Source: an optimization exercise on an open RTL-to-GDS flow (aim: small area). Production flows keep margins and buffers that such runs may drop.
At most, simulation tests tie the RTL to the original design; equivalence was not proved.
No functional check of the RTL was part of runs 3 to 6.
No driver is modelled on the clock port, so clocking that relies on it looks cheaper here than on a real chip.
No activity file was given, so power comes from the tool's default toggle rates.

==> design/flow/design.v <==
`timescale 1ns / 1ps
module BridgeTop(Hclk, Hresetn, Hwrite, Hreadyin, Hreadyout, Hwdata, Haddr, Htrans,
                Prdata, Penable, Pwrite, Pselx, Paddr, Pwdata, Hresp, Hrdata);
input Hclk, Hresetn, Hwrite, Hreadyin;
input [1:0] Htrans;
input [31:0] Hwdata, Haddr, Prdata;
output reg Penable, Pwrite, Hreadyout;
output [1:0] Hresp;
output [2:0] Pselx;
output reg [31:0] Paddr, Pwdata;
output [31:0] Hrdata;
assign Hrdata = Prdata;
assign Hresp = 2'b00;
localparam [2:0] S_IDLE   = 3'b000,
                 S_WWAIT  = 3'b001,
                 S_READ   = 3'b011,
                 S_WRITE  = 3'b111,
                 S_WRITEP = 3'b101,
                 S_ENABLE = 3'b100,
                 S_WEPR   = 3'b110,
                 S_WEPW   = 3'b010;
wire in_win = Haddr[31] & ~Haddr[30] & ~Haddr[29] & ~Haddr[28] & ~(Haddr[27] & Haddr[26]);
wire valid  = Hreadyin & Htrans[1] & in_win;
reg  [1:0] psel_q;
wire [1:0] selc = in_win ? {Haddr[27] | Haddr[26], ~Haddr[26]} : 2'b00;
assign Pselx = {psel_q[1] & psel_q[0], psel_q[1] & ~psel_q[0], ~psel_q[1] & psel_q[0]};
reg [2:0] state, state_n;
reg [31:0] a_q, d_q;
always @(*) begin
    case (state)
        S_WWAIT, S_WEPW: state_n = valid ? S_WRITEP : S_WRITE;
        S_READ:          state_n = S_ENABLE;
        S_WRITE:         state_n = ~valid ? S_ENABLE : (Hwrite ? S_WEPW : S_WEPR);
        S_WRITEP:        state_n = Hwrite ? S_WEPW : S_WEPR;
        S_WEPR:          state_n = S_READ;
        default:         state_n = ~valid ? S_IDLE : (Hwrite ? S_WWAIT : S_READ);
    endcase
end
wire st_rd  = (state == S_READ);
wire st_wr  = (state == S_WRITE) | (state == S_WRITEP);
wire st_en  = (state == S_ENABLE) | (state == S_WEPR) | (state == S_WEPW);
wire st_sel = ~((state == S_IDLE) | (state == S_WWAIT));
wire hold   = (state == S_WEPW) & valid;
wire ld_a  = st_rd | st_wr;
wire ld_d  = st_wr;
wire a_new = Hresetn & ~hold;
wire a_old = Hresetn & hold;
wire p_new = Hresetn & ld_a;
wire p_old = Hresetn & ~ld_a;
wire w_new = Hresetn & ld_d;
wire w_old = Hresetn & ~ld_d;
always @(posedge Hclk) begin
    a_q    <= ({32{a_new}} & Haddr)  | ({32{a_old}} & a_q);
    d_q    <= ({32{a_new}} & Hwdata) | ({32{a_old}} & d_q);
    Paddr  <= ({32{p_new}} & a_q)    | ({32{p_old}} & Paddr);
    Pwdata <= ({32{w_new}} & d_q)    | ({32{w_old}} & Pwdata);
end
always @(posedge Hclk) begin
    if (~Hresetn) begin
        state      <= S_IDLE;
        Pwrite     <= 1'b0;
        psel_q     <= 2'b00;
        Penable    <= 1'b0;
        Hreadyout  <= 1'b0;
    end else begin
        state      <= state_n;
        if (ld_a)
            Pwrite <= st_wr;
        psel_q     <= st_sel ? selc : 2'b00;
        Penable    <= st_en;
        Hreadyout  <= ~ld_a;
    end
end
endmodule
==> design/flow/flow/run.sh <==
#!/bin/bash
# Own flow: the standard ORFS layout (standard.sh) with extra settings
# appended to config.mk from flow/extra.mk:
#  - port buffers from sky130_fd_sc_hd__buf_1 (every port still gets one),
#  - after floorplan (downsize.tcl): synthesis buffers removed, each wide
#    select net given one strong driver, every other combinational cell set
#    to its smallest drive (repair_design and repair_timing still run),
#  - before CTS (mycts.tcl): the clock port drives one inv_6, which drives
#    four inv_12, each driving the flip-flops of one quarter of the layout
#    (two inversions, so the flip-flops see Hclk's own polarity); TritonCTS
#    and repair_clock_inverters skip these nets,
#  - one tie cell for both Hresp outputs (SKIP_REPAIR_TIE_FANOUT).
# The synthesis is the standard one (standard.sh runs it unchanged).
# Each tool's full output is in standard_flow.log and the ORFS logs under orfs/logs.
set -euo pipefail
FLOWDIR=$(cd "$(dirname "${BASH_SOURCE[0]}")" && pwd)
sed "s#@FLOWDIR@#$FLOWDIR#g" "$FLOWDIR/extra.mk" >> config.mk
bash standard.sh > standard_flow.log 2>&1
==> design/flow/flow/downsize.tcl <==
# Runs after floorplan (POST_FLOORPLAN_TCL):
#  1. remove the buffers synthesis inserted;
#  2. give each net with more than WIDE loads a strong driver (see below);
#  3. set every other combinational cell to the smallest drive of its family.
# Flip-flops keep the cell synthesis gave them.
set WIDE 16
remove_buffers
set block [ord::get_db_block]
set db [ord::get_db]

proc skip_master {m} {
  return [regexp {__(df|edf|sdf|sedf|dl|conb|tap|fill|decap|diode|clk)} $m]
}
proc out_iterm {inst} {
  foreach it [$inst getITerms] {
    if {[$it isOutputSignal]} { return $it }
  }
  return ""
}
proc smallest {base} {
  set db [ord::get_db]
  set best ""
  set ba 1e18
  foreach d {0 1 2 4} {
    set cm [$db findMaster "${base}_$d"]
    if {$cm eq "NULL" || $cm eq ""} { continue }
    if {[$cm getArea] < $ba} { set best "${base}_$d"; set ba [$cm getArea] }
  }
  return $best
}
proc fanout {inst} {
  set o [out_iterm $inst]
  if {$o eq ""} { return 0 }
  set net [$o getNet]
  if {$net eq "NULL"} { return 0 }
  return [expr {[llength [$net getITerms]] + [llength [$net getBTerms]] - 1}]
}

set BUFM [$db findMaster sky130_fd_sc_hd__buf_4]
set nbuf 0
set wide {}
foreach inst [$block getInsts] {
  set m [[$inst getMaster] getName]
  if {[skip_master $m]} { continue }
  if {![regexp {^(sky130_fd_sc_hd__[a-z0-9]+)_([0-9]+)$} $m -> base drive]} { continue }
  set o [out_iterm $inst]
  if {$o eq ""} { continue }
  set net [$o getNet]
  if {$net eq "NULL" || [llength [$net getBTerms]] > 0} { continue }
  if {[fanout $inst] <= $WIDE} { continue }
  lappend wide $inst
}
foreach inst $wide {
  set m [[$inst getMaster] getName]
  regexp {^(sky130_fd_sc_hd__[a-z0-9]+)_([0-9]+)$} $m -> base drive
  set fam [string range $base 16 end]
  set small [smallest $base]
  set m4 [$db findMaster "${base}_4"]
  set noninv [expr {![regexp {(n|i|oi|ai|bai|boi)$} $fam] || [regexp {^(and|buf|a2bb2o|o2bb2a)} $fam]}]
  if {$noninv && $m4 ne "NULL" && $m4 ne "" &&
      [$m4 getArea] - [[$db findMaster $small] getArea] <= [$BUFM getArea]} {
    replace_cell [$inst getName] "${base}_4"
    continue
  }
  if {$small ne $m} { replace_cell [$inst getName] $small }
  set o [out_iterm $inst]
  set net [$o getNet]
  set loads {}
  foreach it [$net getITerms] { if {$it ne $o} { lappend loads $it } }
  set b [odb::dbInst_create $block $BUFM "[$inst getName]_widebuf"]
  set nn [odb::dbNet_create $block "[$net getName]_wide"]
  foreach ld $loads { $ld disconnect; $ld connect $nn }
  [$b findITerm A] connect $net
  [$b findITerm X] connect $nn
  incr nbuf
}
puts "downsize.tcl: [llength $wide] wide nets, $nbuf buffers added"

set n 0
foreach inst [$block getInsts] {
  if {$inst in $wide} { continue }
  set m [[$inst getMaster] getName]
  if {![regexp {^(sky130_fd_sc_hd__[a-z0-9]+)_([0-9]+)$} $m -> base drive]} { continue }
  if {[skip_master $m] || [string match "*_widebuf" [$inst getName]]} { continue }
  set best [smallest $base]
  if {$best ne "" && $best ne $m} {
    replace_cell [$inst getName] $best
    incr n
  }
}
puts "downsize.tcl: resized $n cells"
==> design/flow/flow/extra.mk <==
export BUFFER_PORTS_ARGS = -buffer_cell sky130_fd_sc_hd__buf_1
export POST_FLOORPLAN_TCL = @FLOWDIR@/downsize.tcl
export CTS_ARGS = -sink_clustering_enable -repair_clock_nets -dont_use_dummy_load -buf_list sky130_fd_sc_hd__clkbuf_4 -root_buf sky130_fd_sc_hd__clkbuf_8
export PRE_CTS_TCL = @FLOWDIR@/mycts.tcl
export MYCTS_BUF = sky130_fd_sc_hd__inv_12
export MYCTS_ROOT = sky130_fd_sc_hd__inv_6
export MYCTS_K = 4
export SKIP_REPAIR_TIE_FANOUT = 1
==> design/flow/flow/mycts.tcl <==
# Manual clock tree (PRE_CTS_TCL): the flip-flops are split into MYCTS_K
# balanced groups by position (recursive bisection); each group is driven by
# one MYCTS_BUF cell placed at its centroid. With MYCTS_ROOT set, the clock
# port drives one MYCTS_ROOT cell (an inverter, at the centroid of all
# flip-flops) that drives the MYCTS_BUF cells (inverters too, so the
# flip-flops see the clock's own polarity); else the port drives the
# MYCTS_BUF cells. TritonCTS is then told to skip these nets.
set block [ord::get_db_block]
set db [ord::get_db]
set clk_net [$block findNet Hclk]
set bufm [$db findMaster $::env(MYCTS_BUF)]
set K $::env(MYCTS_K)

set sinks {}
foreach it [$clk_net getITerms] {
  set inst [$it getInst]
  set loc [$inst getLocation]
  set w [[$inst getMaster] getWidth]
  set h [[$inst getMaster] getHeight]
  lappend sinks [list $it [expr {[lindex $loc 0] + $w/2}] [expr {[lindex $loc 1] + $h/2}]]
}
puts "mycts: [llength $sinks] sinks"

proc bisect {items k} {
  if {$k <= 1} { return [list $items] }
  set xs [lmap s $items {lindex $s 1}]
  set ys [lmap s $items {lindex $s 2}]
  set dx [expr {[tcl::mathfunc::max {*}$xs] - [tcl::mathfunc::min {*}$xs]}]
  set dy [expr {[tcl::mathfunc::max {*}$ys] - [tcl::mathfunc::min {*}$ys]}]
  set idx [expr {$dx >= $dy ? 1 : 2}]
  set sorted [lsort -integer -index $idx $items]
  set k1 [expr {$k / 2}]
  set n1 [expr {[llength $sorted] * $k1 / $k}]
  set a [lrange $sorted 0 [expr {$n1 - 1}]]
  set b [lrange $sorted $n1 end]
  return [concat [bisect $a $k1] [bisect $b [expr {$k - $k1}]]]
}

set groups [bisect $sinks $K]
# Optional root cell (an inverter, with inverting leaves) between the port and
# the leaf cells.
set drv_net $clk_net
if {[info exists ::env(MYCTS_ROOT)] && $::env(MYCTS_ROOT) ne ""} {
  set rm [$db findMaster $::env(MYCTS_ROOT)]
  set r [odb::dbInst_create $block $rm "mycts_root"]
  set drv_net [odb::dbNet_create $block "mycts_root_net"]
  $drv_net setSigType CLOCK
  [$r findITerm A] connect $clk_net
  [$r findITerm Y] connect $drv_net
  set sx 0; set sy 0
  foreach s $sinks { set sx [expr {$sx + [lindex $s 1]}]; set sy [expr {$sy + [lindex $s 2]}] }
  $r setLocation [expr {int($sx / [llength $sinks])}] [expr {int($sy / [llength $sinks])}]
  $r setPlacementStatus PLACED
}
set bw [$bufm getWidth]
set bh [$bufm getHeight]
set i 0
set nets {Hclk}
if {$drv_net ne $clk_net} { lappend nets mycts_root_net }
foreach g $groups {
  set sx 0; set sy 0
  foreach s $g { set sx [expr {$sx + [lindex $s 1]}]; set sy [expr {$sy + [lindex $s 2]}] }
  set cx [expr {int($sx / [llength $g] - $bw / 2)}]
  set cy [expr {int($sy / [llength $g] - $bh / 2)}]
  set b [odb::dbInst_create $block $bufm "mycts_buf_$i"]
  set n [odb::dbNet_create $block "mycts_net_$i"]
  $n setSigType CLOCK
  [$b findITerm A] connect $drv_net
  set out [$b findITerm X]
  if {$out eq "NULL"} { set out [$b findITerm Y] }
  $out connect $n
  foreach s $g {
    set it [lindex $s 0]
    $it disconnect
    $it connect $n
  }
  $b setLocation $cx $cy
  $b setPlacementStatus PLACED
  lappend nets "mycts_net_$i"
  puts "mycts: buffer $i drives [llength $g] sinks at ($cx, $cy)"
  incr i
}
$clk_net setSigType CLOCK
global_connect
detailed_placement
set_cts_config -skip_nets $nets
# cts.tcl runs repair_clock_inverters next, which would copy each leaf
# inverter once per flip-flop; the tree above is already complete.
if {[llength [info commands repair_clock_inverters]]} {
  rename repair_clock_inverters mycts_orig_repair_clock_inverters
  proc repair_clock_inverters {args} { puts "mycts: repair_clock_inverters skipped" }
}
==> design/flow/standard.sh <==
#!/bin/bash
# synth_recipe.tcl (not shown) runs the flow's synth.tcl, then flattens the netlist and writes it again
# the make line also repeats each setting of config.mk as NAME=value (left out here)
make -C /OpenROAD-flow-scripts/flow DESIGN_CONFIG=/design/flow/config.mk WORK_HOME=/design/flow/orfs CLKGATE_MAP_FILE= SYNTH_SCRIPT=/design/flow/synth_recipe.tcl "${@:-finish}"
==> design/flow/config.mk <==
export PLATFORM = sky130hd
export DESIGN_NAME = BridgeTop
export DESIGN_NICKNAME = BridgeTop
export VERILOG_FILES = /design/flow/design.v
export SDC_FILE = /design/flow/constraint.sdc
export NUM_CORES = 4
export LEC_CHECK = 0
export CAP_MARGIN = 20
export CORE_MARGIN = 2
export CORE_UTILIZATION = 40
export GPL_TIMING_DRIVEN = 0
export SLEW_MARGIN = 20
export BUFFER_PORTS_ARGS = -buffer_cell sky130_fd_sc_hd__buf_1
export POST_FLOORPLAN_TCL = /design/flow/flow/downsize.tcl
export CTS_ARGS = -sink_clustering_enable -repair_clock_nets -dont_use_dummy_load -buf_list sky130_fd_sc_hd__clkbuf_4 -root_buf sky130_fd_sc_hd__clkbuf_8
export PRE_CTS_TCL = /design/flow/flow/mycts.tcl
export MYCTS_BUF = sky130_fd_sc_hd__inv_12
export MYCTS_ROOT = sky130_fd_sc_hd__inv_6
export MYCTS_K = 4
export SKIP_REPAIR_TIE_FANOUT = 1
==> design/flow/constraint.sdc <==
create_clock -name core_clock -period 3.0 [get_ports {Hclk}]
set_input_delay 0.6000 -clock core_clock [delete_from_list [all_inputs] [get_ports {Hclk}]]
set_output_delay 0.6000 -clock core_clock [all_outputs]
set_load 0.01 [all_outputs]
==> flow_metrics.tcl, run 1 <==
set metrics [dict create \
    report.final.setup_viol 0 \
    maxSlewViolCount 0 \
    syn-instance-count 363 \
    post-synth-top-area-cell "dfxtp_1" \
    worst_setup_slack_after_placement_ns 0.303 \
    gp_congestion 0.727 \
    yosys.area.top_type_share 0.605 \
    grt_pass1_vias 3059 \
    syn_area_per_cell_sq_um 12.4 \
    mappedNetlistArea_sq_um 4500 \
    source_of_the_worst_hold_timing_path "Pwrite$_SDFFE_PN0N_" \
    post_cts.repair.setup_buffers 0 \
    worstSkewPairLatency_ns 0.23 \
    design.portCount 206 \
    layout_worst_path_cycle_share 0.831 \
    ys_ff_latch 136 \
    ws_path_type "in2reg" \
    run_status "timing/DRC/antenna clean" \
    globalRouteOverflowTotal 0 \
    drtPass1Iterations 4 \
    count_of_cells_along_the_worst_hold_path 2 \
    drc 0 \
    p_total_w 0.00273 \
    cp_slowest_stage_delay_ns 0.65 \
    slowest_stage "buf_4" \
    clock_edge_transition_at_the_registers_on_the_reported_setup_and_hold_paths_ns 0.12 \
    path_max_fanout 64 \
    timing.critical_path.buf_inv 2 \
    via_count 3191 \
    critPathLaunchType "input pin" \
    fin_nets 551 \
    fp.dieW_microns 110 \
    critical_path_required_ns 3.17 \
    std_cell_rows 38 \
    synth.top_cells.by_area "dfxtp_1, a22o_1, buf_4" \
    residual_antenna_violating_net_count_after_detailed_routing 0 \
    grt_antenna_before_repair 0 \
    cp_cell_sequence "buf_1, nor4b_1, nand4_1, nor4_1, buf_4, a22o_1" \
    synthToLayoutAreaGrowth_pct 7.68 \
    antenna_cells 0 \
    synth.distinct_cells 28 \
    cts.repair.resized 0 \
    detail_route.iter0.violations 146 \
    drive_above_1_share 0.0246 \
    grt.total_usage 0.159 \
    max-slew-margin-rel 0.466 \
    grt_setup_unrepaired "false" \
    synth_edf_count 0 \
    period_minus_slack_ns 2.49 \
    cellPowerDensity_nw_per_um2 564 \
    max_cap_viol_count 0 \
    fp.dieArea_sq_um 12100 \
    tightestPinTransition_ns 0.798 \
    buffer_ports.inserted 138 \
    yosysWarnings 1 \
    cts-hold-fix-buffers 0 \
    synth_ff_type "dfxtp_1" \
    final.setup_skew_ns 0.00402 \
    max_freq_mhz 401 \
    hold_end "Pwrite$_SDFFE_PN0N_" \
    asyncSetResetFlopFracSynth 0 \
    floorplan.initialDensity 0.413 \
    wl_per_cell_microns 17.5 \
    largest_net_degree_at_the_start_of_global_routing 65 \
    finalHoldViolCount 0 \
    reg2reg_from "state[1]$_SDFF_PN0_" \
    wirelength_mm 10.3 \
    hold_path.class "reg2reg" \
    design.core.area_sq_um 10900 \
    part_of_the_yosys_area_used_for_sequential_elements 0.605 \
    critPathTopFamily "simple AND/OR/NAND/NOR gates" \
    die_h_microns 110 \
    reg2reg_depth 4 \
    power_leakage_nw 1.81 \
    r2r_slack_ns 1.29 \
    cp-end-kind "register" \
    crit_arrival_ns 2.66 \
    grt_first_pass_wirelength_mm 15.6 \
    worst_reg2reg_endpoint "a_q[4]$_DFF_P_" \
    place.detailed.hpwl_mm 6.68 \
    vdd_ir_drop_max_mv 0.309 \
    post_route_setup_slack_ns 0.508 \
    via_per_inst 5.44 \
    setup_total_negative_slack_ns 0 \
]
==> metal layers <==
| layer | track usage | part of all wire |
|---|---|---|
| met1 | 0.223 | 0.46 |
| met3 | 0.0764 | 0.13 |
| met2 | 0.227 | 0.40 |
| met4 | 0.0172 | 0.012 |
| met5 | 0.0179 | 0 |
==> layout make-up <==
class                      count  area [sq um]
fill                        1061          6040
sequential                   136          2720
multi-input combinational    163          1330
timing repair buffer         138           518
tap                          140           175
inverter                       7          81.3
buffer                         3          22.5
==> worst min-delay path, stage by stage, from the launching register on <==
cell	delay, ns
dfxtp_1	0.33
nand2_1	0.05
a21oi_1	0.05
==> stage by stage <==
step                      std cells   util  cell area [sq um]  hold WS (ns)
after global placement          582  0.438               4770         0.451
after detailed placement        582  0.438               4770         0.453
after CTS                       587  0.445               4840         0.455
after global routing            587  0.445               4840         0.501
final                           587  0.445               4840         0.468
after floorplan                 363      -               4500         0.443
==> worst max path at each step <==
stage	from	cells after the start	end	slack [ns]
2_1_floorplan	Haddr[28]	6	a_q[10]$_DFF_P_	0.95
3_3_place_gp	Haddr[28]	6	a_q[20]$_DFF_P_	0.33
3_5_place_dp	Haddr[28]	6	a_q[22]$_DFF_P_	0.30
4_1_cts	Haddr[28]	6	a_q[22]$_DFF_P_	0.28
5_1_grt	Haddr[28]	6	a_q[23]$_DFF_P_	0.38
6_report	Haddr[28]	6	a_q[4]$_DFF_P_	0.51
==> where the power goes <==
| group | switching (W) | total [W] | internal (W) |
|---|---|---|---|
| Combinational | 0.0000873 | 0.000164 | 0.0000769 |
| Sequential | 0.0000379 | 0.00191 | 0.00187 |
| Clock | 0.000581 | 0.000660 | 0.0000792 |
==> logic make-up (layout without fill, tap and decap cells) <==
family / Yosys count / count (layout) / share of synthesized area
AND/OR/NAND/NOR: 25 / 25 / 0.0373
buffers and inverters: 64 / 148 / 0.0937
AO/OA/AOI/OAI: 136 / 136 / 0.261
multiplexers: 1 / 1 / 0.00222
other: 1 / 1 / 0.000833
flip-flops: 136 / 136 / 0.605
==> state kept, by name, summed over array words and instances, names as in the netlist <==
name / cells
Hreadyout: 1
Paddr: 32
Penable: 1
Pwdata: 32
Pwrite: 1
a_q: 32
d_q: 32
psel_q: 2
state: 3
==> cells in the final DEF (no fill, tap or decap) <==
cell / count
o21a_1: 1
nor2_4: 1
inv_12: 4
dfxtp_1: 136
buf_1: 138
o31a_1: 1
o21ai_0: 1
nor2b_1: 2
and3_4: 1
inv_1: 2
inv_6: 1
nor4b_1: 1
nand3_1: 2
conb_1: 1
nor3_1: 1
buf_4: 3
nand4_1: 1
mux2i_1: 1
nor2_1: 6
and2_4: 1
nand2b_1: 1
and2_0: 1
a31oi_1: 1
nor4_1: 1
a21oi_1: 2
nand2_1: 6
a211oi_1: 1
a21boi_0: 1
a22o_1: 128
==> cell usage after synthesis, types with 2 or more instances <==
| cell type | n |
|---|---|
| buf_2 | 7 |
| a21oi_1 | 2 |
| nand2_1 | 6 |
| buf_6 | 6 |
| nor2b_1 | 2 |
| a22o_1 | 128 |
| nor2_1 | 7 |
| buf_4 | 34 |
| dfxtp_1 | 136 |
| nand3_1 | 2 |
| and2_1 | 2 |
| clkbuf_1 | 15 |
==> inputs of run 2 (changes only) <==
--- a/design/flow/flow/downsize.tcl
+++ b/design/flow/flow/downsize.tcl
@@ -57,3 +57,4 @@
   set small [smallest $base]
-  set m4 [$db findMaster "${base}_4"]
+  set dr [expr {[fanout $inst] <= 40 ? 2 : 4}]
+  set m4 [$db findMaster "${base}_$dr"]
   set noninv [expr {![regexp {(n|i|oi|ai|bai|boi)$} $fam] || [regexp {^(and|buf|a2bb2o|o2bb2a)} $fam]}]
@@ -61,3 +62,3 @@
       [$m4 getArea] - [[$db findMaster $small] getArea] <= [$BUFM getArea]} {
-    replace_cell [$inst getName] "${base}_4"
+    replace_cell [$inst getName] "${base}_$dr"
     continue
==> run 2 against run 1 <==
Still clean. Worst hold slack better by 0.0068 ns. Setup slack better by 0.016 ns. Critical path depth stayed put. First-iteration DRC count up 56%. Combinational power barely moved. Via count shrank 0.97%. Sequential cell count stayed put. Design area down 0.10%.
==> flow_metrics.tcl, run 2 <==
set metrics [dict create \
    cp_cell_sequence "buf_1, nor4b_1, nand4_1, nor4_1, buf_4, a22o_1" \
    cp_slowest_stage_delay_ns 0.64 \
    syn_area_per_cell_sq_um 12.4 \
    detail_route.iter0.violations 228 \
    floorplan.initialDensity 0.413 \
    asyncSetResetFlopFracSynth 0 \
    p_switching_w 0.000714 \
    finalHoldViolCount 0 \
    synth_edf_count 0 \
    vdd_ir_drop_max_mv 0.294 \
    grt_pass1_vias 3039 \
    clkPwrFrac 0.244 \
    slowest_stage "buf_4" \
    p_seq_frac 0.696 \
    critPathLaunchType "input pin" \
    max_freq_mhz 404 \
    synthToLayoutAreaGrowth_pct 7.56 \
    drc 0 \
    gp_congestion 0.738 \
    layout_worst_path_cycle_share 0.825 \
    critical_path_required_ns 3.18 \
    path_max_fanout 64 \
    globalRouteOverflowTotal 0 \
    cellPowerDensity_nw_per_um2 566 \
    layout.cells.most_common_list "buf_1, dfxtp_1, a22o_1" \
    critPathTopFamily "simple AND/OR/NAND/NOR gates" \
    period_minus_slack_ns 2.48 \
    power.combinational.fraction 0.060 \
    cts-hold-fix-buffers 0 \
    maxSlewViolCount 0 \
    worst_reg2reg_endpoint "a_q[0]$_DFF_P_" \
    fp.dieArea_sq_um 12100 \
    std_cell_rows 38 \
    via_per_inst 5.38 \
    worstSetupStartpoint "Haddr[28]" \
    via_count 3160 \
    residual_antenna_violating_net_count_after_detailed_routing 0 \
    post_cts.repair.setup_buffers 0 \
    drtPass1Iterations 4 \
    power_leakage_nw 1.80 \
    part_of_the_yosys_area_used_for_sequential_elements 0.605 \
    final.setup_skew_ns 0.0108 \
    grt_setup_unrepaired "false" \
    grt.total_usage 0.167 \
    synth.distinct_cells 28 \
    worst_hold_slack_ns 0.475 \
    timing.critical_path.buf_inv 2 \
    yosysWarnings 1 \
    netSwitchingFraction 0.261 \
    antenna_cells 0 \
    grt_antenna_before_repair 0 \
    max_cap_viol_count 0 \
    syn-instance-count 363 \
    buffer_ports.inserted 138 \
    wirelength_mm 10.8 \
    max-slew-margin-rel 0.457 \
    run_status "timing/DRC/antenna clean" \
    utilization 0.444 \
    cts.repair.resized 0 \
    die_h_microns 110 \
    post-synth-top-area-cell "dfxtp_1" \
    postLayoutCellArea_sq_um 4840 \
    mappedNetlistArea_sq_um 4500 \
    yosys.cell_count.top_type "dfxtp_1" \
    design.portCount 206 \
    r2r_slack_ns 1.28 \
    setup_total_negative_slack_ns 0 \
    hold_path.class "reg2reg" \
    placedInstanceArea_sq_um 4770 \
    design.core.area_sq_um 10900 \
    synth.top_cells.by_area "dfxtp_1, a22o_1, buf_4" \
    tightestPinTransition_ns 0.813 \
    ws_path_type "in2reg" \
    crit_end "a_q[0]$_DFF_P_" \
    place.detailed.hpwl_mm 6.87 \
    clock_edge_transition_at_the_registers_on_the_reported_setup_and_hold_paths_ns 0.12 \
    timing.critical_path.depth 6 \
    internal_power_w 0.00202 \
    synth_common_cells "dfxtp_1, a22o_1, buf_4" \
    reg2reg_depth 4 \
    report.final.setup_viol 0 \
    worstSkewPairLatency_ns 0.23 \
    reg2reg_from "state[1]$_SDFF_PN0_" \
    yosys.area.top_type_share 0.605 \
    wl_per_cell_microns 18.3 \
    crit_arrival_ns 2.65 \
    grt_first_pass_wirelength_mm 16.1 \
    fp.dieW_microns 110 \
    synth_ff_type "dfxtp_1" \
    ys_ff_latch 136 \
    layout_commonest_cell "buf_1" \
    largest_net_degree_at_the_start_of_global_routing 65 \
    cp-end-kind "register" \
    drive_above_1_share 0.0246 \
    fin_nets 551 \
]
## run 2: cell counts after synthesis
Identical to the previous run, type by type.
## run 2: how the worst min path moves through the flow
stage | startpoint | end | depth (start not counted)
after floorplan | a_q[0]$_DFF_P_ | a_q[0]$_DFF_P_ | 1
after global placement | a_q[8]$_DFF_P_ | Paddr[8]$_DFF_P_ | 1
after detailed placement | d_q[28]$_DFF_P_ | Pwdata[28]$_DFF_P_ | 1
after CTS | a_q[0]$_DFF_P_ | Paddr[0]$_DFF_P_ | 1
after global routing | d_q[5]$_DFF_P_ | d_q[5]$_DFF_P_ | 1
final | Pwrite$_SDFFE_PN0N_ | Pwrite$_SDFFE_PN0N_ | 2
## run 2: worst min-delay path: cells and delay by family (launching register included)
family          cells  cell delay [ns]
simple gates        1             0.05
flops               1             0.33
compound gates      1             0.06
## run 2: routing by layer
metal | global-route usage | routed length [microns]
met5 | 0.0223 | 0
met4 | 0.0145 | 92
met3 | 0.0923 | 1600
met2 | 0.227 | 4100
met1 | 0.237 | 4960
## run 2: layout make-up
type	count	area, sq um
Fill cell	1041	6050
Sequential cell	136	2720
Multi-Input combinational cell	163	1320
Timing Repair Buffer	138	518
Tap cell	140	175
Inverter	7	81.3
Buffer	3	22.5
## run 2: cell families after synthesis
group                  after synthesis  share of synthesized area
multiplexers                         1                    0.00222
AND/OR/NAND/NOR                     25                     0.0373
buffers and inverters               64                     0.0937
AO/OA/AOI/OAI                      136                      0.261
flip-flops                         136                      0.605
other                                1                   0.000833
## run 2: stage by stage
stage	setup slack, ns	total power, W	cells
after floorplan	0.954	0.00209	363
after global placement	0.339	0.00210	582
after detailed placement	0.277	0.00211	582
after CTS	0.265	0.00261	587
after global routing	0.368	0.00286	587
final	0.524	0.00274	587
## run 2: power groups by stage
stage / clock, W / sequential (W) / combinational, W
2_1_floorplan: 0 / 0.00194 / 0.000152
3_3_place_gp: 0 / 0.00194 / 0.000161
3_5_place_dp: 0 / 0.00194 / 0.000167
4_1_cts: 0.000495 / 0.00195 / 0.000167
5_1_grt: 0.000758 / 0.00191 / 0.000183
6_report: 0.000667 / 0.00191 / 0.000165
==> inputs of run 3 (changes only) <==
==> design/flow/design.v (replaced) <==
`timescale 1ns / 1ps
module BridgeTop(Hclk, Hresetn, Hwrite, Hreadyin, Hreadyout, Hwdata, Haddr, Htrans,
                Prdata, Penable, Pwrite, Pselx, Paddr, Pwdata, Hresp, Hrdata);
input Hclk, Hresetn, Hwrite, Hreadyin;
input [1:0] Htrans;
input [31:0] Hwdata, Haddr, Prdata;
output reg Penable, Pwrite, Hreadyout;
output [1:0] Hresp;
output reg [2:0] Pselx;
output reg [31:0] Paddr, Pwdata;
output [31:0] Hrdata;
assign Hrdata = Prdata;
assign Hresp = 2'b00;
localparam ST_IDLE     = 3'b000,
           ST_WWAIT    = 3'b001,
           ST_READ     = 3'b010,
           ST_WRITE    = 3'b011,
           ST_WRITEP   = 3'b100,
           ST_RENABLE  = 3'b101,
           ST_WENABLE  = 3'b110,
           ST_WENABLEP = 3'b111;
wire in_win = Haddr[31] & ~Haddr[30] & ~Haddr[29] & ~Haddr[28] & ~(Haddr[27] & Haddr[26]);
wire valid  = Hreadyin & Htrans[1] & in_win;
wire [2:0] selx = in_win ? {Haddr[27], Haddr[26], ~(Haddr[27] | Haddr[26])} : 3'b000;
reg [2:0] state, state_n;
reg Hwrite_reg;
reg [31:0] a_q, d_q;
always @(*) begin
    case (state)
        ST_IDLE, ST_RENABLE, ST_WENABLE:
            state_n = ~valid ? ST_IDLE : (Hwrite ? ST_WWAIT : ST_READ);
        ST_WWAIT:    state_n = valid ? ST_WRITEP : ST_WRITE;
        ST_READ:     state_n = ST_RENABLE;
        ST_WRITE:    state_n = valid ? ST_WENABLEP : ST_WENABLE;
        ST_WRITEP:   state_n = ST_WENABLEP;
        default:     state_n = ~Hwrite_reg ? ST_READ : (valid ? ST_WRITEP : ST_WRITE);
    endcase
end
wire st_rd  = (state == ST_READ);
wire st_wr  = (state == ST_WRITE) | (state == ST_WRITEP);
wire st_en  = (state == ST_RENABLE) | (state == ST_WENABLE) | (state == ST_WENABLEP);
wire st_sel = ~((state == ST_IDLE) | (state == ST_WWAIT));
wire hold   = (state == ST_WENABLEP) & valid & Hwrite_reg;
wire ld_a  = st_rd | st_wr;
wire ld_d  = st_wr;
wire a_new = Hresetn & ~hold;
wire a_old = Hresetn & hold;
wire p_new = Hresetn & ld_a;
wire p_old = Hresetn & ~ld_a;
wire w_new = Hresetn & ld_d;
wire w_old = Hresetn & ~ld_d;
always @(posedge Hclk) begin
    Hwrite_reg <= Hwrite;
    a_q    <= ({32{a_new}} & Haddr)  | ({32{a_old}} & a_q);
    d_q    <= ({32{a_new}} & Hwdata) | ({32{a_old}} & d_q);
    Paddr  <= ({32{p_new}} & a_q)    | ({32{p_old}} & Paddr);
    Pwdata <= ({32{w_new}} & d_q)    | ({32{w_old}} & Pwdata);
end
always @(posedge Hclk) begin
    if (~Hresetn) begin
        state      <= ST_IDLE;
        Pwrite     <= 1'b0;
        Pselx      <= 3'b000;
        Penable    <= 1'b0;
        Hreadyout  <= 1'b0;
    end else begin
        state      <= state_n;
        if (ld_a)
            Pwrite <= st_wr;
        Pselx      <= st_sel ? selx : 3'b000;
        Penable    <= st_en;
        Hreadyout  <= ~ld_a;
    end
end
endmodule
==> design/flow/run.sh (new file) <==
#!/bin/bash
# synth_recipe.tcl (not shown) runs the flow's synth.tcl, then flattens the netlist and writes it again
# the make line also repeats each setting of config.mk as NAME=value (left out here)
make -C /OpenROAD-flow-scripts/flow DESIGN_CONFIG=/design/flow/config.mk WORK_HOME=/design/flow/orfs CLKGATE_MAP_FILE= SYNTH_SCRIPT=/design/flow/synth_recipe.tcl finish
==> design/flow/config.mk (replaced) <==
export PLATFORM = sky130hd
export DESIGN_NAME = BridgeTop
export DESIGN_NICKNAME = BridgeTop
export VERILOG_FILES = /design/flow/design.v
export SDC_FILE = /design/flow/constraint.sdc
export NUM_CORES = 4
export LEC_CHECK = 0
export CAP_MARGIN = 20
export CORE_MARGIN = 2
export CORE_UTILIZATION = 40
export SLEW_MARGIN = 20
removed: design/flow/flow/run.sh
removed: design/flow/flow/downsize.tcl
removed: design/flow/flow/extra.mk
removed: design/flow/flow/mycts.tcl
removed: design/flow/standard.sh
==> run 3 against run 2 <==
Total power is 88% higher. Critical path depth did not move. Via count grew 5.4%. Design area grew 35%. Area after synthesis increased by 3.6%. Wire length grew 0.23%. Clock skew is 0.0058 ns lower. Global-route usage rose by 0.75 points. Worst hold slack got worse by 0.011 ns. Maximum frequency is 1.2% higher. First-iteration DRC count decreased by 14%. Sequential cell count up 2. Critical path type unchanged. Critical endpoint is now d_q[0]$_DFF_P_. Largest cell class unchanged. Largest power group is now the clock network.
==> flow_metrics.tcl, run 3 <==
set metrics [dict create \
    critical_path_required_ns 3.29 \
    die_h_microns 112 \
    gp_congestion 0.768 \
    grt_setup_unrepaired "false" \
    drtPass1Iterations 4 \
    detailroute.wirelength.met3_microns 675 \
    fp.dieArea_sq_um 12500 \
    max_freq_mhz 409 \
    drive_above_1_share 0.204 \
    globalRouteOverflowTotal 0 \
    part_of_the_yosys_area_used_for_sequential_elements 0.592 \
    cts_sinks 138 \
    wirelength_mm 10.8 \
    antenna_cells 0 \
    floorplan.initialDensity 0.408 \
    layout.area.seq_sq_um 2760 \
    cellPowerDensity_nw_per_um2 786 \
    critPathLaunchType "input pin" \
    vdd_ir_drop_max_mv 0.728 \
    fp.dieW_microns 112 \
    hold_path.class "reg2reg" \
    detail_route.iter0.violations 197 \
    cts_tree "yes" \
    power_leakage_nw 2.66 \
    multi_input_gate_area_in_the_final_layout_sq_um 1460 \
    wl_per_cell_microns 16.9 \
    clock_edge_transition_at_the_registers_on_the_reported_setup_and_hold_paths_ns 0.06 \
    fillers 985 \
    p_total_w 0.00516 \
    yosys.area.top_type_share 0.592 \
    post-synth-top-area-cell "dfxtp_1" \
    yosysWarnings 1 \
    grt_first_pass_wirelength_mm 17.5 \
    std_cell_rows 39 \
    ws_path_type "in2reg" \
    numCtsBuffers 17 \
    period_minus_slack_ns 2.45 \
    layout_worst_path_cycle_share 0.815 \
    yosys.cell_count.top_type "dfxtp_1" \
    synth.distinct_cells 34 \
    ys_ff_latch 138 \
    syn_area_per_cell_sq_um 12.4 \
    worstSkewPairLatency_ns 0.40 \
    final.setup_skew_ns 0.00497 \
    residual_antenna_violating_net_count_after_detailed_routing 0 \
    grt_antenna_before_repair 0 \
    detailed_routing_wirelength_on_met1_mm 4.78 \
    mappedNetlistArea_sq_um 4660 \
    drc 0 \
    cts-hold-fix-buffers 0 \
    design.portCount 206 \
    synth_common_cells "dfxtp_1, a22o_1, a22o_2" \
    grt.total_usage 0.174 \
    syn-instance-count 376 \
    post_cts.repair.setup_buffers 0 \
    layout.cells.most_common_list "dfxtp_1, clkdlybuf4s50_1, a22o_1" \
    buffer_ports.inserted 138 \
    via_per_inst 5.22 \
    synth.top_cells.by_area "dfxtp_1, a22o_1, a22o_2" \
    postLayoutCellArea_sq_um 6560 \
    synth_ff_type "dfxtp_1" \
    cp-end-kind "register" \
    grt_pass1_vias 3365 \
    synth_edf_count 0 \
    largest_net_degree_at_the_start_of_global_routing 50 \
    cts-root-to-sink-buffers 2 \
    synthToLayoutAreaGrowth_pct 40.6 \
    detailed_route_wirelength_on_metal2_mm 5.20 \
    path_max_fanout 49 \
    run_status "timing/DRC/antenna clean" \
    max_cap_viol_count 0 \
    placedInstanceArea_sq_um 5940 \
    report.final.setup_viol 0 \
    dr_top_layer "met4" \
    finalHoldViolCount 0 \
    cts_max_level 4 \
    fin_nets 584 \
    crit_arrival_ns 2.74 \
    via_count 3331 \
    setup_total_negative_slack_ns 0 \
    clock-root-buffer "clkbuf_16" \
    cts.repair.resized 0 \
    place.detailed.hpwl_mm 7.09 \
    asyncSetResetFlopFracSynth 0 \
    design.core.area_sq_um 11400 \
    maxSlewViolCount 0 \
]
-- run 3: cell count changes in the layout (fill, tap and decap cells not counted), sizes merged, moves of 2 or more --
cell | before | now
nand3 | 2 | 0
clkbuf | 0 | 20
clkinvlp | 0 | 2
clkinv | 0 | 6
inv | 7 | 4
buf | 141 | 13
dfxtp | 136 | 138
clkdlybuf4s50 | 0 | 138
nor2 | 7 | 5
a21oi | 2 | 4
bufinv | 0 | 4
-- run 3: final cells by class --
type | instances | share of cell area
Sequential cell | 138 | 0.421
Timing Repair Buffer | 151 | 0.231
Multi-Input combinational cell | 170 | 0.223
Clock buffer | 20 | 0.0681
Tap cell | 143 | 0.0273
Clock inverter | 12 | 0.0263
Inverter | 4 | 0.00229
-- run 3: critical path, stage by stage --
cell and delay, ns:
clkdlybuf4s50_1 0.42, or4b_1 0.56, a211o_1 0.42, o21a_2 0.29, buf_12 0.20, a22o_2 0.23
-- run 3: path summary, 6_finish.rpt --
kind         slack [ns]                start                end  cells past startpoint
max                0.55            Haddr[30]     d_q[0]$_DFF_P_                      6
max reg2reg        1.27  state[2]$_SDFF_PN0_     d_q[0]$_DFF_P_                      4
min reg2reg        0.46      a_q[29]$_DFF_P_  Paddr[29]$_DFF_P_                      1
min                0.46      a_q[29]$_DFF_P_  Paddr[29]$_DFF_P_                      1
-- run 3: cell families (layout without fill, tap and decap cells) --
group	after synthesis	count (layout)	share of synthesized area
muxes	2	2	0.00429
other	1	2	0.000804
xor gates and xnor gates	2	2	0.00376
buffers and inverters	69	187	0.0961
and+or+nand+nor	22	22	0.0274
DFF	138	138	0.592
AOI/OAI and AO/OA	142	142	0.275
-- run 3: routing by layer --
layer | global-route usage | vias up
li1 | - | 1579
met1 | 0.219 | 1631
met2 | 0.281 | 97
met3 | 0.0637 | 24
met4 | 0.0553 | 0
met5 | 0 | -
-- run 3: stage by stage --
step                      utilization  hold WS (ns)  setup slack (ns)  std cells
after global placement          0.520         0.443             0.173        606
final                           0.574         0.464             0.554        638
after floorplan                     -         0.443             0.658        377
after global routing            0.574         0.479             0.470        638
after CTS                       0.574         0.466             0.564        638
after detailed placement        0.520         0.454             0.141        606
-- run 3: report_power, final --
group          switching (W)  internal, W
Combinational       0.000380     0.000472
Clock               0.000754      0.00141
Sequential          0.000122      0.00202
Total                0.00126      0.00390
==> inputs of run 4 (changes only) <==
==> design/flow/flow/run.sh (new file) <==
#!/bin/bash
# Own flow: the standard ORFS layout (standard.sh), with the port buffers that
# global placement inserts made from sky130_fd_sc_hd__buf_1 instead of the
# larger cell buffer_ports picks by default. Every port still gets a buffer.
set -euo pipefail
echo 'export BUFFER_PORTS_ARGS = -buffer_cell sky130_fd_sc_hd__buf_1' >> config.mk
bash standard.sh > standard_flow.log 2>&1
==> design/flow/standard.sh (new file) <==
#!/bin/bash
# synth_recipe.tcl (not shown) runs the flow's synth.tcl, then flattens the netlist and writes it again
# the make line also repeats each setting of config.mk as NAME=value (left out here)
make -C /OpenROAD-flow-scripts/flow DESIGN_CONFIG=/design/flow/config.mk WORK_HOME=/design/flow/orfs CLKGATE_MAP_FILE= SYNTH_SCRIPT=/design/flow/synth_recipe.tcl "${@:-finish}"
--- a/design/flow/config.mk
+++ b/design/flow/config.mk
@@ -11 +11,2 @@
 export SLEW_MARGIN = 20
+export BUFFER_PORTS_ARGS = -buffer_cell sky130_fd_sc_hd__buf_1
removed: design/flow/run.sh
==> run 4 against run 3 <==
Still clean on timing, DRC and antenna. Area after synthesis unchanged. Via count decreased by 2.8%. Maximum frequency is 10% higher. Combinational power down 27%. Critical endpoint is now d_q[25]$_DFF_P_. Largest power group is now sequential cells. Highest routed layer unchanged.
==> flow_metrics.tcl, run 4 <==
set metrics [dict create \
    fp.dieW_microns 112 \
    worstSkewPairLatency_ns 0.41 \
    layout.cells.most_common_list "dfxtp_1, buf_1, a22o_1" \
    synth_mux_area_frac 0.00429 \
    cp-end-kind "register" \
    asyncSetResetFlopFracSynth 0 \
    clock_edge_transition_at_the_registers_on_the_reported_setup_and_hold_paths_ns 0.05 \
    synth_top_family_by_area "compound AO/OA/AOI/OAI gates" \
    run_status "timing/DRC/antenna clean" \
    crit_arrival_ns 2.56 \
    cellPowerDensity_nw_per_um2 832 \
    yosys.cell_count.top_type "dfxtp_1" \
    report.final.setup_viol 0 \
    maxSlewViolCount 0 \
    wirelength_mm 10.2 \
    cts-hold-fix-buffers 0 \
    timing.critical_path.buf_inv 2 \
    drc 0 \
    clock-root-buffer "clkbuf_16" \
    yosysWarnings 1 \
    p_seq_frac 0.465 \
    cts-root-to-sink-buffers 2 \
    max_cap_viol_count 0 \
    grt_first_pass_wirelength_mm 16.3 \
    p_total_w 0.00461 \
    internal_power_w 0.00342 \
    gp_congestion 0.691 \
    synthToLayoutAreaGrowth_pct 18.8 \
    wl_per_cell_microns 16.1 \
    grt_antenna_before_repair 0 \
    synth_compound_area_frac 0.275 \
    synth_ff_type "dfxtp_1" \
    finalHoldViolCount 0 \
    grt_pass1_vias 3178 \
    design.core.area_sq_um 11400 \
    cts_tree "yes" \
    layout_worst_path_cycle_share 0.738 \
    detail_route.iter0.violations 198 \
    via_per_inst 5.13 \
    post_cts.repair.setup_buffers 0 \
    layout.area.seq_sq_um 2760 \
    worst_setup_slack_after_placement_ns 0.379 \
    max_freq_mhz 452 \
    power.combinational.fraction 0.135 \
    post_route_setup_slack_ns 0.787 \
    place.detailed.hpwl_mm 6.44 \
    buffer_ports.inserted 138 \
    largest_net_degree_at_the_start_of_global_routing 35 \
    synth_common_cells "dfxtp_1, a22o_1, a22o_2" \
    mappedNetlistArea_sq_um 4660 \
    part_of_the_yosys_area_used_for_sequential_elements 0.592 \
    critPathTopFamily "simple AND/OR/NAND/NOR gates" \
    synth.distinct_cells 34 \
    setup_total_negative_slack_ns 0 \
    critical_path_required_ns 3.35 \
    die_h_microns 112 \
    ys_ff_latch 138 \
    grt_setup_unrepaired "false" \
    syn-instance-count 376 \
    syn_area_per_cell_sq_um 12.4 \
    netSwitchingFraction 0.257 \
    post_synth_fa_ha_maj_area_fraction 0 \
    critPathLaunchType "input pin" \
    synth.top_cells.by_area "dfxtp_1, a22o_1, a22o_2" \
    fin_nets 579 \
    post-synth-top-area-cell "dfxtp_1" \
    cts_sinks 138 \
    numCtsBuffers 17 \
    vdd_ir_drop_max_mv 0.355 \
    antenna_cells 0 \
    synth-simple-area-share 0.0274 \
    path_max_fanout 32 \
    slowest_stage "or4b_1" \
    fp.dieArea_sq_um 12500 \
    globalRouteOverflowTotal 0 \
    cp_slowest_stage_delay_ns 0.57 \
    synth_edf_count 0 \
    std_cell_rows 39 \
    fillers 1068 \
    grt.total_usage 0.166 \
    yosys.area.top_type_share 0.592 \
    drtPass1Iterations 4 \
    cts_max_level 4 \
    floorplan.initialDensity 0.408 \
    design.portCount 206 \
    clkPwrFrac 0.400 \
    p_switching_w 0.00119 \
    drive_above_1_share 0.184 \
    cts.repair.resized 0 \
    via_count 3238 \
    multi_input_gate_area_in_the_final_layout_sq_um 1460 \
    period_minus_slack_ns 2.21 \
    residual_antenna_violating_net_count_after_detailed_routing 0 \
    hold_path.class "in2reg" \
    final.setup_skew_ns 0.00563 \
    power_leakage_nw 2.25 \
    cp_cell_sequence "buf_1, or4b_1, a211o_1, nor3_4, buf_4, a22o_2" \
    synth_xor_area_frac 0.00376 \
    ws_path_type "in2reg" \
]
## run 4: cell families after synthesis
group	count (synthesis)
AOI/OAI and AO/OA	142
buffers and inverters	69
and+or+nand+nor	22
DFF	138
xor gates and xnor gates	2
muxes	2
other	1
## run 4: power groups by stage
stage / Clock, W / Sequential, W / Combinational, W
detailed placement: 0 / 0.00218 / 0.000632
global placement: 0 / 0.00217 / 0.000620
finish: 0.00184 / 0.00214 / 0.000622
CTS: 0.00189 / 0.00214 / 0.000635
floorplan: 0 / 0.00219 / 0.000417
global route: 0.00198 / 0.00216 / 0.000687
## run 4: final cells by class
class                      count  area share
sequential                   138       0.499
timing repair buffer         146       0.107
multi-input combinational    170       0.264
clock inverter                 2     0.00181
tap                          143      0.0323
clock buffer                  28      0.0933
inverter                       4     0.00271
## run 4: worst reg2reg max path: stages, from the launching register on
cell and delay [ns]:
dfxtp_1 0.56, nor2_1 0.15, mux2i_1 0.26, and2_1 0.16
buf_4 0.35, a22o_1 0.23
## run 4: worst paths after layout
check                      startpoint  slack, ns  cells past startpoint                 end
setup reg to reg  state[1]$_SDFF_PN0_       1.23                      5   Paddr[12]$_DFF_P_
setup / recovery            Haddr[30]       0.79                      6     d_q[25]$_DFF_P_
hold / removal                 Hwrite       0.39                      1  Hwrite_reg$_DFF_P_
hold reg to reg       a_q[31]$_DFF_P_       0.46                      1   Paddr[31]$_DFF_P_
## run 4: metal layers
metal | vias to the layer above | wire (microns) | global-route usage
met5 | - | 0 | 0
met4 | 0 | 144 | 0.0748
met3 | 25 | 671 | 0.0604
met2 | 100 | 4810 | 0.262
met1 | 1539 | 4530 | 0.204
li1 | 1574 | - | -
## run 4: stage by stage
step           hold slack, ns  cells  instance area (sq um)   util
2_1_floorplan           0.443    377                   4670      -
3_3_place_gp            0.439    601                   5010  0.439
3_5_place_dp            0.453    601                   5010  0.439
4_1_cts                 0.361    631                   5540  0.485
5_1_grt                 0.380    631                   5540  0.485
6_report                0.386    631                   5540  0.485
==> inputs of run 5 (changes only) <==
==> design/flow/flow/run.sh (replaced) <==
#!/bin/bash
# Own flow: the standard ORFS layout (standard.sh) with extra settings
# appended to config.mk from flow/extra.mk:
#  - port buffers from sky130_fd_sc_hd__buf_1 (every port still gets one),
#  - combinational cells from synthesis set to their smallest drive before
#    placement (repair_design and repair_timing upsize where needed),
#  - clock tree options.
# Each tool's full output is in standard_flow.log and the ORFS logs under orfs/logs.
set -euo pipefail
FLOWDIR=$(cd "$(dirname "${BASH_SOURCE[0]}")" && pwd)
sed "s#@FLOWDIR@#$FLOWDIR#g" "$FLOWDIR/extra.mk" >> config.mk
bash standard.sh > standard_flow.log 2>&1
==> design/flow/flow/downsize.tcl (new file) <==
# Set every combinational cell to the smallest drive strength of its family.
# Flip-flops keep the cell synthesis gave them.
set block [ord::get_db_block]
set db [ord::get_db]
set n 0
foreach inst [$block getInsts] {
  set m [[$inst getMaster] getName]
  if {![regexp {^(sky130_fd_sc_hd__[a-z0-9]+)_([0-9]+)$} $m -> base drive]} { continue }
  if {[regexp {__(df|edf|sdf|sedf|dl|conb|tap|fill|decap|diode|clk)} $m]} { continue }
  set best $m
  set best_area [[$inst getMaster] getArea]
  foreach d {0 1 2} {
    set cand "${base}_$d"
    if {$cand eq $m} { continue }
    set cm [$db findMaster $cand]
    if {$cm eq "NULL" || $cm eq ""} { continue }
    if {[$cm getArea] < $best_area} {
      set best $cand
      set best_area [$cm getArea]
    }
  }
  if {$best ne $m} {
    replace_cell [$inst getName] $best
    incr n
  }
}
puts "downsize.tcl: resized $n cells"
==> design/flow/flow/extra.mk (new file) <==
export BUFFER_PORTS_ARGS = -buffer_cell sky130_fd_sc_hd__buf_1
export POST_FLOORPLAN_TCL = @FLOWDIR@/downsize.tcl
export CTS_ARGS = -sink_clustering_enable -repair_clock_nets -dont_use_dummy_load -buf_list sky130_fd_sc_hd__clkbuf_8 -root_buf sky130_fd_sc_hd__clkbuf_8 -sink_clustering_size 40 -sink_clustering_max_diameter 300
--- a/design/flow/config.mk
+++ b/design/flow/config.mk
@@ -12 +12,3 @@
 export BUFFER_PORTS_ARGS = -buffer_cell sky130_fd_sc_hd__buf_1
+export POST_FLOORPLAN_TCL = /design/flow/flow/downsize.tcl
+export CTS_ARGS = -sink_clustering_enable -repair_clock_nets -dont_use_dummy_load -buf_list sky130_fd_sc_hd__clkbuf_8 -root_buf sky130_fd_sc_hd__clkbuf_8 -sink_clustering_size 40 -sink_clustering_max_diameter 300
==> run 5 against run 4 <==
Critical path depth unchanged. Largest power group unchanged. Wire length decreased by 2.4%. Combinational power decreased by 1%. Die area unchanged. Sequential cell count unchanged. Still clean on timing, DRC and antenna. Total power decreased by 17%. Global-route usage decreased by 0.20 points. Maximum frequency increased by 5.1%. Clock skew increased by 0.017 ns. Area after synthesis unchanged.
==> flow_metrics.tcl, run 5 <==
set metrics [dict create \
    cp_slowest_stage_delay_ns 0.55 \
    yosys.cell_count.top_type "dfxtp_1" \
    asyncSetResetFlopFracSynth 0 \
    wl_per_cell_microns 16.0 \
    place.detailed.hpwl_mm 6.49 \
    layout.cells.most_common_list "dfxtp_1, buf_1, a22o_1" \
    largest_net_degree_at_the_start_of_global_routing 51 \
    cts.repair.resized 0 \
    grt_pass1_vias 3263 \
    path_max_fanout 50 \
    fin_nets 579 \
    syn_area_per_cell_sq_um 12.4 \
    setup_total_negative_slack_ns 0 \
    critPathTopFamily "simple AND/OR/NAND/NOR gates" \
    synth.distinct_cells 34 \
    grt_antenna_before_repair 0 \
    part_of_the_yosys_area_used_for_sequential_elements 0.592 \
    period_minus_slack_ns 2.11 \
    max_freq_mhz 475 \
    worstSkewPairLatency_ns 0.43 \
    antenna_cells 0 \
    reg2reg_from "state[2]$_SDFF_PN0_" \
    detailed_routing_wirelength_on_met1_mm 4.48 \
    residual_antenna_violating_net_count_after_detailed_routing 0 \
    syn-instance-count 376 \
    drtPass1Iterations 4 \
    crit_arrival_ns 2.47 \
    ws_path_type "in2reg" \
    yosys.area.top_type_share 0.592 \
    utilization 0.453 \
    post-synth-top-area-cell "dfxtp_1" \
    slowest_stage "or4b_1" \
    hold_path.class "in2reg" \
    synth_common_cells "dfxtp_1, a22o_1, a22o_2" \
    post_cts.repair.setup_buffers 0 \
    p_total_w 0.00381 \
    std_cell_rows 39 \
    layout_worst_path_cycle_share 0.702 \
    stdcell_count 618 \
    synthToLayoutAreaGrowth_pct 10.9 \
    synth_ff_type "dfxtp_1" \
    placedInstanceArea_sq_um 4940 \
    grt_setup_unrepaired "false" \
    cts-root-to-sink-buffers 2 \
    synth.top_cells.by_area "dfxtp_1, a22o_1, a22o_2" \
    detail_route.iter0.violations 206 \
    clock_edge_transition_at_the_registers_on_the_reported_setup_and_hold_paths_ns 0.07 \
    run_status "timing/DRC/antenna clean" \
    post-place-cells 601 \
    maxSlewViolCount 0 \
    max_cap_viol_count 0 \
    fillers 1097 \
    drc 0 \
    cp-end-kind "register" \
    mappedNetlistArea_sq_um 4660 \
    detailroute.wirelength.met3_microns 668 \
    count_of_cells_along_the_worst_hold_path 2 \
    r2r_slack_ns 1.16 \
    via_per_inst 5.22 \
    cts_sinks 138 \
    final.setup_skew_ns 0.0222 \
    numCtsBuffers 17 \
    yosysWarnings 1 \
    gp_congestion 0.777 \
    die_h_microns 112 \
    worst_reg2reg_endpoint "Pwdata[12]$_DFF_P_" \
    wirelength_mm 9.91 \
    critPathLaunchType "input pin" \
    via_count 3226 \
    floorplan.initialDensity 0.408 \
    cts-hold-fix-buffers 0 \
    fp.dieArea_sq_um 12500 \
    source_of_the_worst_hold_timing_path "Hwdata[5]" \
    multi_input_gate_area_in_the_final_layout_sq_um 1390 \
    cellPowerDensity_nw_per_um2 737 \
    finalHoldViolCount 0 \
    timing.critical_path.buf_inv 2 \
    drive_above_1_share 0.0632 \
    report.final.setup_viol 0 \
    grt.total_usage 0.164 \
    design.portCount 206 \
    dr_top_layer "met4" \
    cts_tree "yes" \
    cts_max_level 4 \
    cp_cell_sequence "buf_1, or4b_1, a211o_1, nor3_2, buf_12, a22o_1" \
    hold_end "d_q[5]$_DFF_P_" \
    ys_ff_latch 138 \
    reg2reg_depth 5 \
    layout.area.seq_sq_um 2760 \
    design.core.area_sq_um 11400 \
    globalRouteOverflowTotal 0 \
    vdd_ir_drop_max_mv 0.402 \
    critical_path_required_ns 3.36 \
    clock-root-buffer "clkbuf_8" \
    fp.dieW_microns 112 \
    synth_edf_count 0 \
    postLayoutCellArea_sq_um 5170 \
    grt_first_pass_wirelength_mm 16.2 \
    power_leakage_nw 2.07 \
    buffer_ports.inserted 138 \
    detailed_route_wirelength_on_metal2_mm 4.44 \
]
==> run 5: layout make-up <==
| cell class | instances | area share |
|---|---|---|
| clock buffer | 17 | 0.0452 |
| inverter | 4 | 0.00290 |
| multi-input combinational | 170 | 0.269 |
| sequential | 138 | 0.534 |
| tap | 143 | 0.0346 |
| timing repair buffer | 146 | 0.114 |
==> run 5: worst max-delay path by stage <==
stage	start	slack (ns)	cells after the start	endpoint
6_report	Haddr[30]	0.89	6	a_q[18]$_DFF_P_
4_1_cts	Haddr[30]	0.93	6	a_q[18]$_DFF_P_
3_5_place_dp	Haddr[30]	0.48	6	a_q[20]$_DFF_P_
2_1_floorplan	Haddr[30]	0.66	7	a_q[8]$_DFF_P_
3_3_place_gp	Haddr[30]	0.49	6	a_q[23]$_DFF_P_
5_1_grt	Haddr[30]	0.84	6	a_q[6]$_DFF_P_
==> run 5: stage by stage <==
| step | hold WS (ns) | worst slack, ns |
|---|---|---|
| global placement | 0.442 | 0.489 |
| finish | 0.367 | 0.894 |
| CTS | 0.329 | 0.933 |
| detailed placement | 0.448 | 0.475 |
| floorplan | 0.443 | 0.658 |
| global route | 0.337 | 0.839 |
==> run 5: layer usage <==
layer | track usage | vias up
met2 | 0.249 | 103
li1 | - | 1557
met5 | 0 | -
met3 | 0.0626 | 31
met1 | 0.199 | 1535
met4 | 0.0943 | 0
==> run 5: power breakdown <==
group / leakage [nW] / total, W / switching (W) / internal, W
sequential: 1.13 / 0.00214 / 0.000121 / 0.00202
combinational: 0.819 / 0.000613 / 0.000373 / 0.000239
clock: 0.122 / 0.00106 / 0.000562 / 0.000498
total: 2.07 / 0.00381 / 0.00106 / 0.00275
==> run 5: cells by family (layout without fill, tap and decap cells) <==
family / count (synthesis) / count (layout) / synth area share
buf+inv: 69 / 167 / 0.0961
other cells: 1 / 2 / 0.000804
xor+xnor: 2 / 2 / 0.00376
compound gates: 142 / 142 / 0.275
mux: 2 / 2 / 0.00429
simple gates: 22 / 22 / 0.0274
flops: 138 / 138 / 0.592
==> inputs of run 6 (changes only) <==
==> design/flow/flow/extra.mk (replaced) <==
export BUFFER_PORTS_ARGS = -buffer_cell sky130_fd_sc_hd__buf_1
export POST_FLOORPLAN_TCL = @FLOWDIR@/downsize.tcl
export CTS_ARGS = -sink_clustering_enable -repair_clock_nets -dont_use_dummy_load -buf_list sky130_fd_sc_hd__clkbuf_4 -root_buf sky130_fd_sc_hd__clkbuf_8
--- a/design/flow/config.mk
+++ b/design/flow/config.mk
@@ -13,2 +13,2 @@
 export POST_FLOORPLAN_TCL = /design/flow/flow/downsize.tcl
-export CTS_ARGS = -sink_clustering_enable -repair_clock_nets -dont_use_dummy_load -buf_list sky130_fd_sc_hd__clkbuf_8 -root_buf sky130_fd_sc_hd__clkbuf_8 -sink_clustering_size 40 -sink_clustering_max_diameter 300
+export CTS_ARGS = -sink_clustering_enable -repair_clock_nets -dont_use_dummy_load -buf_list sky130_fd_sc_hd__clkbuf_4 -root_buf sky130_fd_sc_hd__clkbuf_8
==> run 6 against run 5 <==
Still clean. Critical path depth unchanged. Sequential cell count unchanged. Via count increased by 0.46%. Sequential power about the same. Count of clock-buffer cells in the layout unchanged. First-iteration DRC count increased by 0.49%. Register-to-register slack about the same. Critical endpoint unchanged.
==> flow_metrics.tcl, run 6 <==
set metrics [dict create \
    synth.top_cells.by_area "dfxtp_1, a22o_1, a22o_2" \
    design.core.area_sq_um 11400 \
    post_route_setup_slack_ns 0.880 \
    cp_cell_sequence "buf_1, or4b_1, a211o_1, nor3_2, buf_12, a22o_1" \
    timing.critical_path.depth 6 \
    period_minus_slack_ns 2.12 \
    clock_edge_transition_at_the_registers_on_the_reported_setup_and_hold_paths_ns 0.11 \
    cellPowerDensity_nw_per_um2 701 \
    layout.cells.most_common_list "dfxtp_1, buf_1, a22o_1" \
    grt_pass1_vias 3272 \
    setup_total_negative_slack_ns 0 \
    largest_net_degree_at_the_start_of_global_routing 51 \
    cts_sinks 138 \
    syn-instance-count 376 \
    max_cap_viol_count 0 \
    stdcell_count 618 \
    reg2reg_depth 5 \
    postLayoutCellArea_sq_um 5070 \
    report.final.setup_viol 0 \
    cts-hold-fix-buffers 0 \
    cp_slowest_stage_delay_ns 0.55 \
    slowest_stage "or4b_1" \
    clock-root-buffer "clkbuf_8" \
    power_leakage_nw 2.03 \
    worstSkewPairLatency_ns 0.41 \
    path_max_fanout 50 \
    maxSlewViolCount 0 \
    gp_congestion 0.777 \
    synth.distinct_cells 34 \
    syn_area_per_cell_sq_um 12.4 \
    critPathLaunchType "input pin" \
    max_freq_mhz 472 \
    buffer_ports.inserted 138 \
    fp.dieArea_sq_um 12500 \
    mappedNetlistArea_sq_um 4660 \
    placedInstanceArea_sq_um 4940 \
    antenna_cells 0 \
    cp-end-kind "register" \
    cts_max_level 4 \
    floorplan.initialDensity 0.408 \
    critPathTopFamily "simple AND/OR/NAND/NOR gates" \
    cts-root-to-sink-buffers 2 \
    grt.total_usage 0.164 \
    grt_first_pass_wirelength_mm 16.2 \
    drtPass1Iterations 4 \
    crit_arrival_ns 2.46 \
    die_h_microns 112 \
    yosys.cell_count.top_type "dfxtp_1" \
    grt_antenna_before_repair 0 \
    post_cts.repair.setup_buffers 0 \
    source_of_the_worst_hold_timing_path "Hwdata[5]" \
    synth_ff_type "dfxtp_1" \
    ys_ff_latch 138 \
    wl_per_cell_microns 16.1 \
    fin_nets 579 \
    worst_setup_slack_after_placement_ns 0.475 \
    ws_path_type "in2reg" \
    post-place-cells 601 \
    place.detailed.hpwl_mm 6.49 \
    numCtsBuffers 17 \
    std_cell_rows 39 \
    via_count 3241 \
    timing.critical_path.buf_inv 2 \
    post-synth-top-area-cell "dfxtp_1" \
    globalRouteOverflowTotal 0 \
    layout_worst_path_cycle_share 0.707 \
    asyncSetResetFlopFracSynth 0 \
    drive_above_1_share 0.0632 \
    count_of_cells_along_the_worst_hold_path 2 \
    yosysWarnings 1 \
    synthToLayoutAreaGrowth_pct 8.77 \
    wirelength_mm 9.92 \
    cts.repair.resized 0 \
    design.portCount 206 \
    via_per_inst 5.24 \
    yosys.area.top_type_share 0.592 \
    reg2reg_from "state[2]$_SDFF_PN0_" \
    hold_path.class "in2reg" \
    detail_route.iter0.violations 207 \
    vdd_ir_drop_max_mv 0.343 \
    worstSetupStartpoint "Haddr[30]" \
    final.setup_skew_ns 0.0371 \
    critical_path_required_ns 3.34 \
    part_of_the_yosys_area_used_for_sequential_elements 0.592 \
    finalHoldViolCount 0 \
    grt_setup_unrepaired "false" \
    run_status "timing/DRC/antenna clean" \
    fp.dieW_microns 112 \
    residual_antenna_violating_net_count_after_detailed_routing 0 \
    fillers 1114 \
    synth_edf_count 0 \
    drc 0 \
    cts_tree "yes" \
    synth_common_cells "dfxtp_1, a22o_1, a22o_2" \
]
## run 6: cell counts after synthesis
Identical to the previous run, type by type.
## run 6: cells by family (layout without fill, tap and decap cells)
family,after synthesis,after routing,synth area share
XOR/XNOR,2,2,0.00376
other,1,2,0.000804
buffers and inverters,69,167,0.0961
AO/OA/AOI/OAI,142,142,0.275
multiplexers,2,2,0.00429
AND/OR/NAND/NOR,22,22,0.0274
flip-flops,138,138,0.592
## run 6: path summary, 6_finish.rpt
check,endpoint,slack [ns]
worst min register to register,Paddr[27]$_DFF_P_,0.46
worst max-delay path,a_q[18]$_DFF_P_,0.88
worst max register to register,Pwdata[12]$_DFF_P_,1.15
worst min-delay path,d_q[5]$_DFF_P_,0.38
## run 6: worst register-to-register path: stages, from the launching register on
cell     delay (ns)
dfxtp_1        0.59
nor2b_1        0.15
nand2_1        0.16
and3_1         0.33
buf_4          0.36
a22o_1         0.21
## run 6: routing by layer
| metal | GRT usage | part of all wire | up-vias |
|---|---|---|---|
| met5 | 0 | 0 | - |
| met1 | 0.200 | 0.44 | 1539 |
| met2 | 0.249 | 0.46 | 109 |
| met3 | 0.0626 | 0.072 | 30 |
| met4 | 0.0943 | 0.031 | 0 |
| li1 | - | - | 1563 |
## run 6: final cells by class
class / instances / area, sq um / share of cell area
repair buffers: 146 / 591 / 0.116
inverters: 4 / 15.0 / 0.00296
well taps: 143 / 179 / 0.0353
clock buffers: 17 / 134 / 0.0264
multi-input cells: 170 / 1390 / 0.274
flip-flops and latches: 138 / 2760 / 0.545
## run 6: metrics by stage
step | util | hold slack (ns) | total power (W)
5_1_grt | 0.444 | 0.340 | 0.00378
6_report | 0.444 | 0.380 | 0.00355
3_5_place_dp | 0.433 | 0.448 | 0.00280
4_1_cts | 0.444 | 0.340 | 0.00361
3_3_place_gp | 0.433 | 0.442 | 0.00277
2_1_floorplan | - | 0.443 | 0.00261
## run 6: power breakdown
group	total, W	internal (W)	switching [W]
registers	0.00214	0.00201	0.000121
clock network	0.000803	0.000278	0.000525
logic	0.000616	0.000239	0.000377
total	0.00355	0.00253	0.00102

## afterwards: timing with drivers on the ports
In the flow no input, the clock included, has a driving cell. The finished layouts below were timed again as built, in two steps. Step 1 assumes that a clkbuf_16 drives the clock port and a buf_2 every other input. Step 2 also shifts input and output timing later by t, the mid clock arrival at the registers, as if the neighbouring blocks saw the same clock. Three values: no drivers, after step 1, after step 2; two values: the first two.
| run | shift t [ns] | setup slack, ns | worst setup path at the end | worst register clock-pin slew, ns |
|---|---|---|---|---|
| run 1 | 0.266 | 0.508 / 0.530 / 0.265 | input to register | 0.12 / 0.12 |
| run 2 | 0.270 | 0.524 / 0.549 / 0.279 | input to register | 0.12 / 0.12 |
| run 3 | 0.434 | 0.554 / 0.555 / 0.121 | input to register | 0.06 / 0.06 |
| run 4 | 0.434 | 0.787 / 0.792 / 0.358 | input to register | 0.05 / 0.05 |
| run 5 | 0.453 | 0.894 / 0.894 / 0.441 | input to register | 0.07 / 0.07 |
| run 6 | 0.428 | 0.880 / 0.878 / 0.450 | input to register | 0.11 / 0.11 |
After both steps every run listed still meets setup and hold. For run 5, which loses most, drivers alone change the setup slack by 0.000 ns; drivers and shift together by -0.453 ns.
